Background: an optimization exercise with open tools, aiming at a short achievable clock period and few clock cycles. Do not read the settings as production practice. The RTL was checked by simulation tests, not by an equivalence proof against the original design. Power is estimated from default activity; no workload was simulated.

==> flow/design.v <==
module mips(input         clk, reset,
            output [31:0] pc,
            input  [31:0] instr,
            output        memwrite,
            output [31:0] memaddr,
            output [31:0] memwritedata,
            input  [31:0] memreaddata);
  reg [31:0] pc_f;
  reg [31:0] pc_o;                           
  reg        seq_f;                          
  reg        v_d;
  reg [31:0] ir_d, pcp4_d;
  reg        jpre_d, seq_d, unc_d, isj_d;
  reg [31:0] a_e, t_e, b_e, tgt_e;
  reg        fa_s_e, fa_d_e, fa_t_e, fa_l_e, fa_r_e;
  reg        fb_s_e, fb_d_e, fb_t_e, fb_l_e, fb_r_e;
  reg        ft_m_e, ft_r_e;                   
  reg        s_add_e, s_sub_e, s_and_e, s_or_e, s_slt_e;
  reg        we_e, mw_e, ld_e, cbeq_e;
  reg        el_e;                           
  reg        wdl_e;                          
  reg [4:0]  rd_e;
  reg [31:0] wd_m, maddr_m;
  reg [31:0] sum_m, diff_m, lo_m;              
  reg        slt_m;
  reg        s_add_m, s_sub_m, s_slt_m;      
  reg        we_m, mw_m, ld_m;
  reg        redir;                          
  reg [31:0] tgt_m;
  reg [4:0]  rd_m;
  reg [31:0] res_w;
  reg        we_w;
  reg [4:0]  rd_w;
  reg [31:0] rf [1:31];
  localparam NB = 4;
  reg [NB-1:0] bv;
  reg [29:0]   btag [0:NB-1];
  reg [31:0]   btgt [0:NB-1];
  reg [1:0]    bptr;
  assign pc = pc_o;
  wire [31:0] pcp4_f = pc_f + 32'd4;
  reg  [NB-1:0] bhit;
  reg  [31:0]   hit_tgt;
  integer k;
  always @(*) begin
    hit_tgt = 32'h0;
    for (k = 0; k < NB; k = k + 1) begin
      bhit[k] = bv[k] & (btag[k] == pc_f[31:2]);
      hit_tgt = hit_tgt | ({32{bhit[k]}} & btgt[k]);
    end
  end
  wire skip_f = |bhit;
  wire isj_f = (instr[31:26] == 6'b000010);
  wire unc_f = isj_f | ((instr[31:26] == 6'b000100) & (instr[25:21] == instr[20:16]));
  wire [31:0] jtgt_f = {pcp4_f[31:28], instr[25:0], 2'b00};
  wire [5:0] op = ir_d[31:26];
  wire [5:0] fn = ir_d[5:0];
  wire [4:0] rs = ir_d[25:21];
  wire [4:0] rt = ir_d[20:16];
  wire [4:0] rdf = ir_d[15:11];
  wire is_r    = (op == 6'b000000);
  wire is_lw   = (op == 6'b100011);
  wire is_sw   = (op == 6'b101011);
  wire is_beq  = (op == 6'b000100);
  wire is_addi = (op == 6'b001000) | (op == 6'b001001);
  wire is_ori  = (op == 6'b001101);
  wire is_lui  = (op == 6'b001111);
  wire f_add = is_r & (fn[5:1] == 5'b10000);
  wire f_sub = is_r & (fn[5:1] == 5'b10001);
  wire f_and = is_r & (fn == 6'b100100);
  wire f_or  = is_r & (fn == 6'b100101);
  wire f_slt = is_r & (fn == 6'b101010);
  wire cbeq = is_beq & (rs != rt);             
  wire use_rs = is_r | is_lw | is_sw | cbeq | is_addi | is_ori | is_lui;
  wire use_rt = is_r | is_sw | cbeq;
  wire use_imm = is_lw | is_sw | is_addi | is_ori | is_lui;
  wire [4:0] dst = is_r ? rdf : rt;
  wire writes = (is_r | is_lw | is_addi | is_ori | is_lui) & (dst != 5'd0);
  wire [31:0] sext = {{16{ir_d[15]}}, ir_d[15:0]};
  wire [31:0] imm_d = is_lui ? {ir_d[15:0], 16'h0} :
                      is_ori ? {16'h0, ir_d[15:0]} : sext;
  wire [31:0] btgt_d = pcp4_d + {sext[29:0], 2'b00};
  wire [31:0] jtgt_d = {pcp4_d[31:28], ir_d[25:0], 2'b00};
  wire [31:0] utgt_d = isj_d ? jtgt_d : btgt_d;
  wire [31:0] rf_rs = (rs == 5'd0) ? 32'h0 : (we_w & (rd_w == rs)) ? res_w : rf[rs];
  wire [31:0] rf_rt = (rt == 5'd0) ? 32'h0 : (we_w & (rd_w == rt)) ? res_w : rf[rt];
  wire [31:0] alu_m = lo_m | ({32{s_add_m}} & sum_m) | ({32{s_sub_m}} & diff_m) |
                      {31'h0, s_slt_m & slt_m};
  wire rs_e = we_e & (rd_e == rs);
  wire rs_m = we_m & (rd_m == rs);
  wire rt_e = we_e & (rd_e == rt);
  wire rt_m = we_m & (rd_m == rt);
  wire [31:0] res_m = ld_m ? memreaddata : alu_m;
  wire [31:0] v_rs = rs_m ? res_m : rf_rs;
  wire [31:0] v_rt = rt_m ? res_m : rf_rt;
  wire wdl = is_sw & ld_e & rt_e;              
  wire memop_e = ld_e | mw_e;
  wire el = is_lw & (rs == 5'd0) & ~memop_e;   
  wire stall_h = v_d & ld_e & ((use_rs & rs_e) | (use_rt & ~is_sw & rt_e));
  wire [31:0] fa = ({32{fa_s_e}} & sum_m) | ({32{fa_d_e}} & diff_m) | ({32{fa_l_e}} & lo_m) |
                   {31'h0, fa_t_e & slt_m} | ({32{fa_r_e}} & a_e);
  wire [31:0] fb = ({32{fb_s_e}} & sum_m) | ({32{fb_d_e}} & diff_m) | ({32{fb_l_e}} & lo_m) |
                   {31'h0, fb_t_e & slt_m} | ({32{fb_r_e}} & b_e);
  wire [31:0] ft = ({32{ft_m_e}} & alu_m) | ({32{ft_r_e}} & t_e);
  wire [31:0] sum, diff;
  ksadd #(.CIN(0)) add_u (.a(fa), .b(fb),  .y(sum));
  ksadd #(.CIN(1)) sub_u (.a(fa), .b(~fb), .y(diff));
  wire [31:0] lo   = ({32{el_e}} & memreaddata) | ({32{s_and_e}} & (fa & fb)) |
                     ({32{s_or_e}} & (fa | fb));
  wire taken_e = cbeq_e & (fa == ft);
  wire id_redirect = v_d & unc_d & ~jpre_d;    
  wire btb_wr = v_d & unc_d & seq_d;           
  wire stall = stall_h & ~redir;
  wire flush_d = redir | id_redirect;          
  wire bubble_e = redir | stall_h | ~v_d;      
  wire [31:0] npc = redir       ? tgt_m :
                    stall       ? pc_f :
                    id_redirect ? utgt_d :
                    isj_f       ? jtgt_f :
                    skip_f      ? hit_tgt : pcp4_f;
  wire nseq = ~redir & ~id_redirect & ~isj_f & ~skip_f;
  assign memaddr = maddr_m;
  assign memwritedata = wd_m;
  assign memwrite = mw_m;
  always @(posedge clk or posedge reset)
    if (reset) begin
      pc_f <= 32'h0;
      seq_f <= 1'b0;
      v_d <= 1'b0;
      bv <= {NB{1'b0}};
      bptr <= 2'd0;
      we_e <= 1'b0; mw_e <= 1'b0; ld_e <= 1'b0; cbeq_e <= 1'b0; el_e <= 1'b0;
      we_m <= 1'b0; redir <= 1'b0;
      we_w <= 1'b0;
    end else begin
      pc_f <= npc;
      if (!stall) seq_f <= nseq;
      if (btb_wr) begin
        bv[bptr] <= 1'b1;
        bptr <= bptr + 2'd1;
      end
      if (flush_d)    v_d <= 1'b0;
      else if (!stall) v_d <= 1'b1;
      we_e   <= ~bubble_e & writes;
      mw_e   <= ~bubble_e & is_sw;
      ld_e   <= ~bubble_e & is_lw & ~el;
      el_e   <= ~bubble_e & el;
      cbeq_e <= ~bubble_e & cbeq;
      we_m <= we_e & ~redir;
      redir <= taken_e & ~redir;
      we_w <= we_m;
    end
  always @(posedge clk) begin
    if (reset) begin
      pc_o <= 32'h0;
      mw_m <= 1'b0;
    end else begin
      pc_o <= npc;
      mw_m <= mw_e & ~redir;
    end
    if (!stall_h) begin
      ir_d   <= instr;
      pcp4_d <= pcp4_f;
      jpre_d <= isj_f;
      seq_d  <= seq_f;
      unc_d  <= unc_f;
      isj_d  <= isj_f;
    end
    if (btb_wr) begin
      btag[bptr] <= pcp4_d[31:2] - 30'd2;
      btgt[bptr] <= utgt_d;
    end
    a_e   <= v_rs;
    t_e   <= v_rt;
    b_e   <= use_imm ? imm_d : v_rt;
    tgt_e <= btgt_d;
    wdl_e <= wdl;
    rd_e  <= dst;
    fa_s_e <= rs_e & s_add_e;
    fa_d_e <= rs_e & s_sub_e;
    fa_t_e <= rs_e & s_slt_e;
    fa_l_e <= rs_e & (s_and_e | s_or_e | el_e);
    fa_r_e <= ~rs_e;
    fb_s_e <= ~use_imm & rt_e & s_add_e;
    fb_d_e <= ~use_imm & rt_e & s_sub_e;
    fb_t_e <= ~use_imm & rt_e & s_slt_e;
    fb_l_e <= ~use_imm & rt_e & (s_and_e | s_or_e | el_e);
    fb_r_e <= use_imm | ~rt_e;
    ft_m_e <= rt_e;
    ft_r_e <= ~rt_e;
    s_add_e <= f_add | (is_lw & ~el) | is_sw | is_addi | is_lui;
    s_sub_e <= f_sub;
    s_and_e <= f_and;
    s_or_e  <= f_or | is_ori;
    s_slt_e <= f_slt;
    sum_m <= sum;
    diff_m <= diff;
    lo_m <= lo;
    slt_m <= diff[31];
    s_add_m <= s_add_e;
    s_sub_m <= s_sub_e;
    s_slt_m <= s_slt_e;
    tgt_m <= tgt_e;
    maddr_m <= (~bubble_e & el) ? sext : sum;
    wd_m  <= wdl_e ? memreaddata : ft;
    ld_m  <= ld_e;
    rd_m  <= rd_e;
    res_w <= res_m;
    rd_w  <= rd_m;
    if (we_w) rf[rd_w] <= res_w;
  end
endmodule
module ksadd #(parameter CIN = 0)
             (input  [31:0] a, b,
              output [31:0] y);
  wire [31:0] p0 = a ^ b;
  wire [31:0] g0;
  assign g0[31:1] = a[31:1] & b[31:1];
  assign g0[0] = CIN ? (a[0] | b[0]) : (a[0] & b[0]);
  wire [31:0] g1, p1, g2, p2, g3, p3, g4, p4, g5;
  assign g1 = g0 | (p0 & {g0[30:0], 1'b0});
  assign p1 = p0 & {p0[30:0], 1'b0};
  assign g2 = g1 | (p1 & {g1[29:0], 2'b0});
  assign p2 = p1 & {p1[29:0], 2'b0};
  assign g3 = g2 | (p2 & {g2[27:0], 4'b0});
  assign p3 = p2 & {p2[27:0], 4'b0};
  assign g4 = g3 | (p3 & {g3[23:0], 8'b0});
  assign p4 = p3 & {p3[23:0], 8'b0};
  assign g5 = g4 | (p4 & {g4[15:0], 16'b0});
  assign y = p0 ^ {g5[30:0], (CIN != 0)};
endmodule
Settings: LEC_CHECK=0, ABC_CLOCK_PERIOD_IN_PS=700, CAP_MARGIN=20, CORE_MARGIN=2, CORE_UTILIZATION=50, SLEW_MARGIN=20; clock period 10.5 ns.
standard.sh (not shown) runs the stock make flow with config.mk's settings and CLKGATE_MAP_FILE= SYNTH_SCRIPT=/design/flow/synth_recipe.tcl, a recipe that flattens the netlist after the stock synthesis.
==> flow/flow/run.sh <==
#!/bin/bash
set -eo pipefail
TARGET_NS=${TARGET_NS:-2.7}
export SETUP_SLACK_MARGIN=$(python3 -c "print(round($FLOW_PERIOD_NS - $TARGET_NS, 3))")
echo "SETUP_SLACK_MARGIN=$SETUP_SLACK_MARGIN" > run_settings.log
cp standard.sh standard_sh.txt
bash standard.sh > standard.log 2>&1
Testbench counts at the start, summed over its fixed seeds: cycles 28,873.
==> next run, changes <==
--- a/flow/flow/run.sh
+++ b/flow/flow/run.sh
@@ -2,3 +2,3 @@
 set -eo pipefail
-TARGET_NS=${TARGET_NS:-2.7}
+TARGET_NS=${TARGET_NS:-3.0}
 export SETUP_SLACK_MARGIN=$(python3 -c "print(round($FLOW_PERIOD_NS - $TARGET_NS, 3))")
ABC_CLOCK_PERIOD_IN_PS = 1000   (was 700)
Result: Worst setup slack is better by 0.032 ns; routed wire length goes down by 5.3%; worst hold slack is better by 0.0068 ns; cell area goes down by 5.9%; count of clock-buffer cells in the layout goes up by 6.
==> next run, changes <==
PLACE_DENSITY = 0.7   (was default)
Non-clock buffer count decreases by 50.
Worst setup slack gets worse by 0.090 ns.
Critical path depth increases by 1.
Die area does not change.
Flip-flop and latch count stays the same.
Combinational power hardly moves.

## port drivers added, routing unchanged
The results above use ideal ports. As a check the final layouts listed here were re-extracted and re-timed, cells and wires unchanged. Step 1 assumes that a clkbuf_16 drives the clock port and a buf_2 every other input. Step 2 times the ports against the registers' clock, not the clock port: input delays grow and output delays shrink by t, the midpoint of the rising clock arrivals with the driver on. Three values: no drivers, after step 1, after step 2; two values: the first two.
run	shift t [ns]	setup WS [ns]	latest minus earliest clock arrival (ns)	worst register clock-pin slew, ns	worst slew at a driven data input, ns
the first run	0.936	6.869 / 6.869 / 6.133	0.045 / 0.045	0.07 / 0.07	0.04
the second run	0.909	6.901 / 6.901 / 6.119	0.050 / 0.050	0.07 / 0.07	0.05
the third run	0.898	6.811 / 6.811 / 6.142	0.066 / 0.066	0.07 / 0.07	0.20
After both steps setup and hold are still met in every run listed. The setup slack of the second run, which loses most, moves by 0.000 ns with the drivers and by -0.782 ns with both steps.
